Background: an optimization exercise with open tools, aiming at small area. Do not read the settings as production practice.
The RTL was checked by simulation tests, not by an equivalence proof against the original design.
No activity file was given, so power comes from the tool's default toggle rates.

## flow/design.v (module list and top-level ports; edited modules follow where they fit)
// module Instruction_Fetch_Unit: 24 lines
// module Instruction_Decoder: 68 lines
// module Register_File_Unit: 61 lines
// module RF_Dec5: 3 lines
// module RF_En: 4 lines
// module RF_WMux: 3 lines
// module RF_Rd31: 12 lines
// module RF_Rd32: 17 lines
// module RF_Or11n: 7 lines
// module RF_Aoi222: 3 lines
// module RF_Nand2: 3 lines
// module RF_Nand3: 3 lines
// module RF_Nand4: 3 lines
// module RF_Or3: 3 lines
// module ALU_Unit: 33 lines
// module Mul32lo: 1338 lines
// module Booth_Enc: 7 lines
// module Cell_FA: 3 lines
// module Cell_HA: 3 lines
// module Cell_Xor2: 3 lines
// module Cell_Oai22: 3 lines
// module Cell_Xnor2: 3 lines
// module Cell_Nand2: 3 lines
// module Cell_Nor2: 3 lines
// module Cell_Inv: 3 lines
// module Add32: 187 lines
// module ALU_Add32c: 207 lines
// module Add_HA: 3 lines
// module Add_AO21: 3 lines
// module Add_And2: 3 lines
// module Add_Xor2: 3 lines
// module FPU: 39 lines
// module FP_Gt31: 4 lines
// module FP_Sub8: 3 lines
// module FP_Mux2: 3 lines
// module FP_And2: 3 lines
// module FP_Shr24: 23 lines
// module FP_AddSub25: 5 lines
// module FP_Add24c: 152 lines
// module Branch_Control: 25 lines
// module Processor_Top: 66 lines
module Processor_Top(
    input clock,
    input reset_n,
    output [31:0] instr_addr,
    input [31:0] instr_data,
    output dmem_we,
    output [31:0] dmem_wdata,
    input [31:0] dmem_rdata,
    output [31:0] alu_output,
    output [31:0] current_instruction,
    output [31:0] next_pc_value,
    output branch_active
);
  // ...
==> flow/run.sh <==
#!/bin/bash
# synth_recipe.tcl (not shown) runs the flow's synth.tcl, then flattens the netlist and writes it again
# the make line also repeats each setting of config.mk as NAME=value (left out here)
make -C /OpenROAD-flow-scripts/flow DESIGN_CONFIG=/design/flow/config.mk WORK_HOME=/design/flow/orfs CLKGATE_MAP_FILE= SYNTH_SCRIPT=/design/flow/synth_recipe.tcl finish
==> flow/config.mk <==
export PLATFORM = sky130hd
export DESIGN_NAME = Processor_Top
export DESIGN_NICKNAME = Processor_Top
export VERILOG_FILES = /design/flow/design.v
export SDC_FILE = /design/flow/constraint.sdc
export NUM_CORES = 8
export LEC_CHECK = 0
export CAP_MARGIN = 20
export CORE_MARGIN = 2
export CORE_UTILIZATION = 40
export CTS_BUF_LIST = sky130_fd_sc_hd__clkbuf_8
export CTS_CLUSTER_DIAMETER = 60
export CTS_CLUSTER_SIZE = 16
export SLEW_MARGIN = 20
export SYNTH_HIERARCHICAL = 1
==> flow/constraint.sdc <==
create_clock -name core_clock -period 25.0 [get_ports {clock}]
set_input_delay 5.0000 -clock core_clock [delete_from_list [all_inputs] [get_ports {clock}]]
set_output_delay 5.0000 -clock core_clock [all_outputs]
set_load 0.01 [all_outputs]
==> results.toml, run 1 <==
[drt]
wl_met3_um = 74210
first_iter_violations = 22254
drt-met1-wl_um = 186800

[floorplan]
dieArea_mm2 = 0.2541
initial_utilization = 0.4023

[worst_setup_path]
critical_path_peak_fanout = 46
critPathMostFrequentCell = "fa_1"
worstRegToRegCells = 41
path_buf_inv = 6

[pwr]
intPower_uw = 5497
clk-power_uw = 1960
switching_share = 0.4009
seqPwrFrac = 0.425

[global_routing]
use_met2 = 0.5390
grt-busiest-layer = "met2"
globalRouteMet3Util = 0.1184
gr-total-overflow = 0

[finish]
final_cell_mix = "a22o_1, dfxtp_1, a222oi_1, xor2_1, buf_4"
final_cells = 13055
buf_share = 0.04610

[sta]
worst_slack_ps = 2861
tightestPinTransition_ps = 1207

[clock_tree]
cts-htree-levels = 4
post_cts_buffers = 0
postCtsHoldBufs = 0

[logic_synthesis]
syn_avg_cell_area_um2 = 11.09

[placement]
port_buffers = 223

[run_status]
status = "timing/DRC/antenna clean"
==> module ALU_Unit, before the edit <==
module ALU_Unit (
    input [31:0] a,           
    input [31:0] b,           
    input [15:0] imm,
    input use_imm,
    input lt_s, lt_u,
    input c_add, c_sub, c_mul, c_and, c_or, c_nor, c_xor, c_slt, c_sltu, c_lui, c_sll, c_srl,
    output [31:0] result
);
    wire [31:0] bi = use_imm ? {{16{imm[15]}}, imm} : b;
    wire [31:0] bs = bi ^ {32{c_sub}};
    wire [31:0] sum, p, g;
    ALU_Add32c add (.a(a), .b(bs), .ci(c_sub), .s(sum), .p(p), .g(g));
    wire [31:0] o = p | g;                   
    function [31:0] rev32(input [31:0] x);
        integer k;
        for (k = 0; k < 32; k = k + 1) rev32[k] = x[31-k];
    endfunction
    wire shift = c_sll | c_srl;
    wire [31:0] mx = c_srl ? rev32(b) : b;
    wire [31:0] my = shift ? (32'd1 << a[4:0]) : a;
    wire [31:0] prod;
    Mul32lo mul (.x(mx), .y(my), .p(prod));
    assign result = ({32{c_add | c_sub}} & sum) |
                    ({32{c_mul | c_sll}} & prod) |
                    ({32{c_srl}} & rev32(prod)) |
                    ({32{c_and}} & g) |
                    ({32{c_or}} & o) |
                    ({32{c_nor}} & ~o) |
                    ({32{c_xor}} & p) |
                    {31'd0, (c_slt & lt_s) | (c_sltu & lt_u)} |
                    ({32{c_lui}} & {imm, 16'd0});
endmodule
==> module FPU, before the edit <==
module FPU (
    input [31:0] a,
    input [31:0] b,
    input is_sub,
    output [31:0] y
);
    wire s1 = a[31], s2 = b[31];
    wire swap, swapn;                        
    FP_Gt31 cmp (.a(b[30:0]), .b(a[30:0]), .gt(swap), .gtn(swapn));
    wire [30:0] big, sml;
    genvar i;
    generate
        for (i = 0; i < 31; i = i + 1) begin : sw
            FP_Mux2 mb (.s(swap), .sn(swapn), .a1(b[i]), .a0(a[i]), .y(big[i]));
            FP_Mux2 ms (.s(swap), .sn(swapn), .a1(a[i]), .a0(b[i]), .y(sml[i]));
        end
    endgenerate
    wire [7:0] eb = big[30:23], es = sml[30:23];
    wire [23:0] mb = {|eb, big[22:0]};
    wire [23:0] ms = {|es, sml[22:0]};
    wire [7:0] d;
    FP_Sub8 dsub (.a(eb), .b(es), .d(d));
    wire [23:0] ma;
    FP_Shr24 sh (.x(ms), .d(d), .y(ma));
    wire eff_sub = s1 ^ s2 ^ is_sub;
    wire [24:0] m;
    FP_AddSub25 add (.a(mb), .b(ma), .sub(eff_sub), .s(m));
    wire sign = s1 ^ (eff_sub & (d == 8'd0) & swapn);
    wire [7:0] e = eb + {7'd0, m[24]};
    wire inf = (e == 8'd0) | (e == 8'hff);
    wire hi = m[24] & ~inf, hin = ~m[24] & ~inf;
    wire [22:0] f;
    generate
        for (i = 0; i < 23; i = i + 1) begin : nf
            FP_Mux2 mn (.s(hi), .sn(hin), .a1(m[i+1]), .a0(m[i]), .y(f[i]));
        end
    endgenerate
    assign y = {sign, e | {8{inf}}, f};
endmodule
==> module Processor_Top, before the edit <==
module Processor_Top(
    input clock,
    input reset_n,
    output [31:0] instr_addr,
    input [31:0] instr_data,
    output dmem_we,
    output [31:0] dmem_wdata,
    input [31:0] dmem_rdata,
    output [31:0] alu_output,
    output [31:0] current_instruction,
    output [31:0] next_pc_value,
    output branch_active
);
    wire [31:0] ins = instr_data;
    wire [4:0] rs = ins[25:21];
    wire [4:0] rt = ins[20:16];
    wire [4:0] rd = ins[15:11];
    wire [15:0] imm = ins[15:0];
    wire int_we, fp_we, use_imm, jump;
    wire w_mem, w_mfc1, w_mtc1, w_fpu, w_zero;
    wire c_add, c_sub, c_mul, c_and, c_or, c_nor, c_xor, c_slt, c_sltu, c_lui, c_sll, c_srl;
    wire fp_sub;
    wire [2:0] br_kind;
    Instruction_Decoder ID (
        .instr(ins),
        .int_we(int_we), .fp_we(fp_we), .use_imm(use_imm), .jump(jump),
        .w_mem(w_mem), .w_mfc1(w_mfc1), .w_mtc1(w_mtc1), .w_fpu(w_fpu), .w_zero(w_zero),
        .c_add(c_add), .c_sub(c_sub), .c_mul(c_mul), .c_and(c_and), .c_or(c_or),
        .c_nor(c_nor), .c_xor(c_xor), .c_slt(c_slt), .c_sltu(c_sltu), .c_lui(c_lui),
        .c_sll(c_sll), .c_srl(c_srl), .fp_sub(fp_sub), .store(dmem_we)
    );
    wire [31:0] rs_val, rt_val, fs_val, ft_val, wdata;
    Register_File_Unit RF (
        .clock(clock), .reset_n(reset_n),
        .rs(rs), .rt(rt), .rd(rd),
        .int_we(int_we), .fp_we(fp_we), .wdata(wdata),
        .rs_val(rs_val), .rt_val(rt_val), .fs_val(fs_val), .ft_val(ft_val)
    );
    wire lt_s, lt_u, eq;
    ALU_Unit ALU (
        .a(rs_val), .b(rt_val), .imm(imm), .use_imm(use_imm),
        .lt_s(lt_s), .lt_u(lt_u),
        .c_add(c_add), .c_sub(c_sub), .c_mul(c_mul), .c_and(c_and), .c_or(c_or),
        .c_nor(c_nor), .c_xor(c_xor), .c_slt(c_slt), .c_sltu(c_sltu), .c_lui(c_lui),
        .c_sll(c_sll), .c_srl(c_srl),
        .result(alu_output)
    );
    wire [31:0] fpu_y;
    FPU FP (.a(fs_val), .b(ft_val), .is_sub(fp_sub), .y(fpu_y));
    Branch_Control BC (
        .a(rs_val), .b(rt_val), .op(ins[31:26]),
        .lt_s(lt_s), .lt_u(lt_u), .taken(branch_active)
    );
    assign wdata = w_mem  ? dmem_rdata :
                   w_mfc1 ? fs_val :
                   w_mtc1 ? rs_val :
                   w_fpu  ? fpu_y :
                   w_zero ? 32'd0 : alu_output;
    assign dmem_wdata = rt_val;
    assign current_instruction = ins;
    Instruction_Fetch_Unit IFU (
        .clock(clock), .reset_n(reset_n),
        .take(branch_active | jump), .target(imm),
        .pc(instr_addr), .pc_plus4(next_pc_value)
    );
endmodule
==> run 2: changes to the inputs <==
--- a/flow/design.v
+++ b/flow/design.v
@@ -219,6 +219,10 @@
     input use_imm,
     input lt_s, lt_u,
     input c_add, c_sub, c_mul, c_and, c_or, c_nor, c_xor, c_slt, c_sltu, c_lui, c_sll, c_srl,
+    input fp,
+    input [23:0] fp_ms,
+    input [7:0] fp_d,
+    output [23:0] fp_ma,
     output [31:0] result
 );
     wire [31:0] bi = use_imm ? {{16{imm[15]}}, imm} : b;
@@ -230,11 +234,18 @@
         integer k;
         for (k = 0; k < 32; k = k + 1) rev32[k] = x[31-k];
     endfunction
+    function [23:0] rev24(input [23:0] x);
+        integer k;
+        for (k = 0; k < 24; k = k + 1) rev24[k] = x[23-k];
+    endfunction
     wire shift = c_sll | c_srl;
-    wire [31:0] mx = c_srl ? rev32(b) : b;
-    wire [31:0] my = shift ? (32'd1 << a[4:0]) : a;
+    wire [31:0] mx = fp ? {8'd0, rev24(fp_ms)} : c_srl ? rev32(b) : b;
+    wire [4:0] amt = fp ? fp_d[4:0] : a[4:0];
+    wire far = fp & (fp_d[7:5] != 3'd0);     
+    wire [31:0] my = (shift | fp) ? ((32'd1 << amt) & {32{~far}}) : a;
     wire [31:0] prod;
     Mul32lo mul (.x(mx), .y(my), .p(prod));
+    assign fp_ma = rev24(prod[23:0]);
     assign result = ({32{c_add | c_sub}} & sum) |
                     ({32{c_mul | c_sll}} & prod) |
                     ({32{c_srl}} & rev32(prod)) |
@@ -2024,7 +2035,10 @@
     input [31:0] a,
     input [31:0] b,
     input is_sub,
-    output [31:0] y
+    output [31:0] y,
+    output [23:0] ms,
+    output [7:0] d,
+    input [23:0] ma
 );
     wire s1 = a[31], s2 = b[31];
     wire swap, swapn;                        
@@ -2039,11 +2053,8 @@
     endgenerate
     wire [7:0] eb = big[30:23], es = sml[30:23];
     wire [23:0] mb = {|eb, big[22:0]};
-    wire [23:0] ms = {|es, sml[22:0]};
-    wire [7:0] d;
+    assign ms = {|es, sml[22:0]};
     FP_Sub8 dsub (.a(eb), .b(es), .d(d));
-    wire [23:0] ma;
-    FP_Shr24 sh (.x(ms), .d(d), .y(ma));
     wire eff_sub = s1 ^ s2 ^ is_sub;
     wire [24:0] m;
     FP_AddSub25 add (.a(mb), .b(ma), .sub(eff_sub), .s(m));
@@ -2069,32 +2080,6 @@
 module FP_Mux2(input s, input sn, input a1, input a0, output y);
     assign y = (s & a1) | (sn & a0);
 endmodule
-module FP_And2(input a, input b, output y);
-    assign y = a & b;
-endmodule
-module FP_Shr24(input [23:0] x, input [7:0] d, output [23:0] y);
-    wire kill = d[7] | d[6] | d[5] | (d[4] & d[3]);
-    wire [4:0] s, sn;
-    assign s[3:0] = d[3:0];
-    assign sn[3:0] = ~d[3:0];
-    assign s[4] = d[4] & ~kill;
-    assign sn[4] = ~d[4] & ~kill;
-    wire [23:0] l [0:5];
-    assign l[0] = x;
-    genvar k, i;
-    generate
-        for (k = 0; k < 5; k = k + 1) begin : lv
-            for (i = 0; i < 24; i = i + 1) begin : b
-                if (i + (1 << k) < 24) begin : m
-                    FP_Mux2 u (.s(s[k]), .sn(sn[k]), .a1(l[k][i + (1 << k)]), .a0(l[k][i]), .y(l[k+1][i]));
-                end else begin : z
-                    FP_And2 u (.a(sn[k]), .b(l[k][i]), .y(l[k+1][i]));
-                end
-            end
-        end
-    endgenerate
-    assign y = l[5];
-endmodule
 module FP_AddSub25(input [23:0] a, input [23:0] b, input sub, output [24:0] s);
     wire co;
     FP_Add24c add (.a(a), .b(b ^ {24{sub}}), .ci(sub), .s(s[23:0]), .co(co));
@@ -2316,8 +2301,11 @@
         .rs_val(rs_val), .rt_val(rt_val), .fs_val(fs_val), .ft_val(ft_val)
     );
     wire lt_s, lt_u, eq;
+    wire [23:0] fp_ms, fp_ma;
+    wire [7:0] fp_d;
     ALU_Unit ALU (
         .a(rs_val), .b(rt_val), .imm(imm), .use_imm(use_imm),
+        .fp(w_fpu), .fp_ms(fp_ms), .fp_d(fp_d), .fp_ma(fp_ma),
         .lt_s(lt_s), .lt_u(lt_u),
         .c_add(c_add), .c_sub(c_sub), .c_mul(c_mul), .c_and(c_and), .c_or(c_or),
         .c_nor(c_nor), .c_xor(c_xor), .c_slt(c_slt), .c_sltu(c_sltu), .c_lui(c_lui),
@@ -2325,7 +2313,8 @@
         .result(alu_output)
     );
     wire [31:0] fpu_y;
-    FPU FP (.a(fs_val), .b(ft_val), .is_sub(fp_sub), .y(fpu_y));
+    FPU FP (.a(fs_val), .b(ft_val), .is_sub(fp_sub), .y(fpu_y),
+            .ms(fp_ms), .d(fp_d), .ma(fp_ma));
     Branch_Control BC (
         .a(rs_val), .b(rt_val), .op(ins[31:26]),
         .lt_s(lt_s), .lt_u(lt_u), .taken(branch_active)
==> flow/flow/run.sh (new file) <==
#!/bin/bash
# Own layout flow: the standard flow (standard.sh, with its standard
# synthesis unchanged) with three layout settings changed:
#  - port buffers are sky130_fd_sc_hd__buf_1 cells (every port still gets one);
#  - the clock tree is built without dummy loads, in clusters of at most 16
#    sinks within 60 um, from clkbuf_8 cells;
#  - after global routing, gates off the critical paths are downsized
#    (repair_timing -recover_power).
# Each tool's full log is in orfs/logs/ as the standard flow writes it; make's
# own output goes to flow_make.log.
set -euo pipefail
export BUFFER_PORTS_ARGS="-buffer_cell sky130_fd_sc_hd__buf_1"
export CTS_ARGS="-sink_clustering_enable -repair_clock_nets -dont_use_dummy_load -sink_clustering_size 16 -sink_clustering_max_diameter 60 -buf_list sky130_fd_sc_hd__clkbuf_8"
export RECOVER_POWER=100
bash standard.sh > flow_make.log 2>&1
==> flow/standard.sh (new file) <==
#!/bin/bash
# synth_recipe.tcl (not shown) runs the flow's synth.tcl, then flattens the netlist and writes it again
# the make line also repeats each setting of config.mk as NAME=value (left out here)
make -C /OpenROAD-flow-scripts/flow DESIGN_CONFIG=/design/flow/config.mk WORK_HOME=/design/flow/orfs CLKGATE_MAP_FILE= SYNTH_SCRIPT=/design/flow/synth_recipe.tcl "${@:-finish}"
removed: flow/run.sh
==> run 2 against run 1 <==
Now fails the layout checks on capacitance limit, slew limit. Maximum frequency down 10%. Worst hold slack worse by 5.2 ps. Final cell count up 0.28%. Register-to-register slack worse by 4400 ps. Worst setup slack worse by 2500 ps. Core utilization down 0.50 points. Routed wire length up 2.4%. Synthesized area down 0.65%. Die area down 0.64%. Flip-flop and latch count unchanged. Combinational power up 7.5%. Total power up 0.64%.
==> results.toml, run 2 <==
[worst_setup_path]
end_kind = "primary output"
critPathArrivalTime_ps = 19650
critPathKind = "input port to primary output"
cp-start-kind = "input port"
critPathSlowestCell = "or3b_1"
required_ps = 20000
max_stage_delay_ps = 760
critical_path_peak_fanout = 41

[finish]
drive_above_1_share = 0.08977
final_cell_mix = "a22o_1, dfxtp_1, a222oi_1, buf_4, xor2_1"
nFillCells = 23231
top_register = "RF.fr"
synthToLayoutAreaGrowth_pct = 12.13
largest_reg_flops = 1024
final_nets = 10212
top_regs = "RF.fr: 1024 flops, RF.ir: 992 flops, IFU.pc_q: 30 flops"
final_common_cell = "a22o_1"

[global_routing]
grt_max_degree = 89
gr-total-overflow = 0
grt_pass1_vias = 95112
antenna_found_initial = 56
grt_pass1_wl_um = 730200
grt_usage = 0.3962

[drt]
drc = 0
drt-total-wl_um = 531300
vias = 102371
drt-pass1-iter-count = 17
first_iter_violations = 23449
avgRoutedWirePerCell_um = 40.58
ant_nets = 0
viasPerCell = 7.819

[clock_tree]
clkLatencyLatePin_ps = 1040
cts-buffers-inserted = 167
postCtsHoldBufs = 0
cts.clk_slew.worst_paths_ps = 70
clock-sinks = 2046
clk_path_buf_depth = 3
cts_root_buf = "clkbuf_8"
cts-htree-levels = 4
cts_tree = "done"

[floorplan]
num_rows = 183
io-pin-count = 228
die_w_um = 502.5
chipHeight_um = 502.5
initial_utilization = 0.4008
dieArea_mm2 = 0.2525
core_area_mm2 = 0.2480

[sta]
setup_viol = 0
slew_violations = 170
fin_crit_sh = 0.9860
worst_slack_ps = 349.5
finalHoldViolCount = 0
post-route-min-period_ps = 24650
holdWs_ps = 495.2
fmax_mhz = 40.57
tightestPinTransition_ps = 3143
max_slew_margin = -1.095
fin_skew_ps = 136.4

[logic_synthesis]
yosysWarnings = 14
synth.cell_area_mm2 = 0.09940
synth_cells = 9009
syn_avg_cell_area_um2 = 11.03

[pwr]
irDropWorstVdd_uv = 119.4
power_density_mw_per_mm2 = 82.85
total_leakage_power_uw = 0.04469

[placement]
place_ws_ps = 432.6
dpl.hpwl_um = 333200
gp_congestion = 1.059
port_buffers = 223

[run_status]
so.violations = "capacitance limit, slew limit"
status = "failed layout checks"

[hold_path]
worstHoldPathType = "register to register"

[job]
max_cap_violations = 8
==> run 2: cell types whose count changed in the layout (fill, tap and decap cells not counted), sizes merged, moves of 26 or more <==
| cell | before | now |
|---|---|---|
| buf | 378 | 657 |
| inv | 154 | 121 |
| o31ai | 2 | 32 |
| mux2 | 48 | 17 |
| clkbuf | 174 | 205 |
| clkdlybuf4s50 | 222 | 0 |
| and2 | 131 | 101 |
| a22o | 2223 | 2133 |
| diode | 22 | 48 |
| nand2 | 295 | 339 |
==> run 2: final timing paths <==
check                                            from                      to  slack [ps]  cells past startpoint
worst max register to register  RF.fr[21][25]$_DFF_P_    RF.fr[4][21]$_DFF_P_        6580                     59
max in group asynchronous                     reset_n   IFU.pc_q[3]$_DFF_PN0_       16890                      3
worst min-delay path            RF.ir[23][11]$_DFF_P_   RF.ir[23][11]$_DFF_P_         500                      1
worst min register to register  RF.ir[23][11]$_DFF_P_   RF.ir[23][11]$_DFF_P_         500                      1
min in group asynchronous                     reset_n  IFU.pc_q[25]$_DFF_PN0_        6650                      3
worst max-delay path                   instr_data[17]           alu_output[0]         350                     45
==> run 2: through the flow <==
stage | instance area, um2 | std cells | total power (uW) | setup TNS (ps) | utilization
3_5_place_dp | 108800 | 12847 | 7386 | 0 | 0.4389
2_1_floorplan | 99410 | 9013 | 5943 | 0 | -
5_1_grt | 111400 | 13076 | 9481 | -6.052 | 0.4493
6_report | 111400 | 13092 | 9233 | 0 | 0.4494
4_1_cts | 111100 | 13014 | 9055 | 0 | 0.4481
3_3_place_gp | 108800 | 12845 | 7334 | 0 | 0.4386
==> run 2: timing repair <==
item / in CTS / in global routing
setup endpoints to repair: 0 / 12
buffers inserted: 0 / 21
resized for setup: 0 / 6
==> run 2: final cells by class <==
cell class | instances | area [um2] | share of cell area
timing repair buffer | 695 | 4913 | 0.04409
antenna | 48 | 120.1 | 0.001078
sequential | 2046 | 41110 | 0.3689
multi-input combinational | 6684 | 58370 | 0.5238
tap | 3330 | 4167 | 0.03739
inverter | 122 | 465.4 | 0.004176
clock buffer | 167 | 2298 | 0.02062
==> run 2: routing by layer <==
metal,global-route usage,part of all wire,vias to the layer above
met2,0.5552,0.40,9631
li1,-,-,40563
met5,0.0001903,0.00036,-
met1,0.4981,0.36,50188
met3,0.1336,0.15,1961
met4,0.3046,0.093,28
==> run 2: power by group <==
| part | internal, uW | switching (uW) | leakage (uW) | total (uW) |
|---|---|---|---|---|
| clock network | 596 | 1130 | 0.00120 | 1730 |
| registers | 3630 | 303 | 0.0167 | 3940 |
| logic | 1180 | 2390 | 0.0268 | 3570 |
==> run 2: critical path: cells and delay by family <==
family	cells	cell delay, ps
buf+inv	6	1900
xor+xnor	3	1210
compound gates	17	4490
fa+ha+maj	8	3330
simple gates	11	3640

what the ideal ports hide:
No port has a modelled driver above. Below, the same layouts with a new extraction and two added sets of constraints.
Step 1, drivers: a clkbuf_16 drives clock and a buf_2 each remaining input, both assumed.
Step 2 moves the port delays by t, midway between the first and last clock arrival at a register: inputs arrive t later, outputs are due t later. That takes back most of the time a late clock gives input paths.
Slacks: no drivers / after step 1 / after step 2; pairs: no drivers / after step 1.
run	t (ns)	slack for setup (ns)	latest minus earliest clock arrival (ns)	worst register clock-pin slew, ns
run 1	1.117	2.861 / 2.830 / 2.830	0.100 / 0.100	0.11 / 0.11
run 2	1.060	0.350 / 0.326 / 0.326	0.136 / 0.136	0.11 / 0.11
For run 1, which loses most, drivers alone change the setup slack by -0.031 ns; drivers and shift together by -0.031 ns.
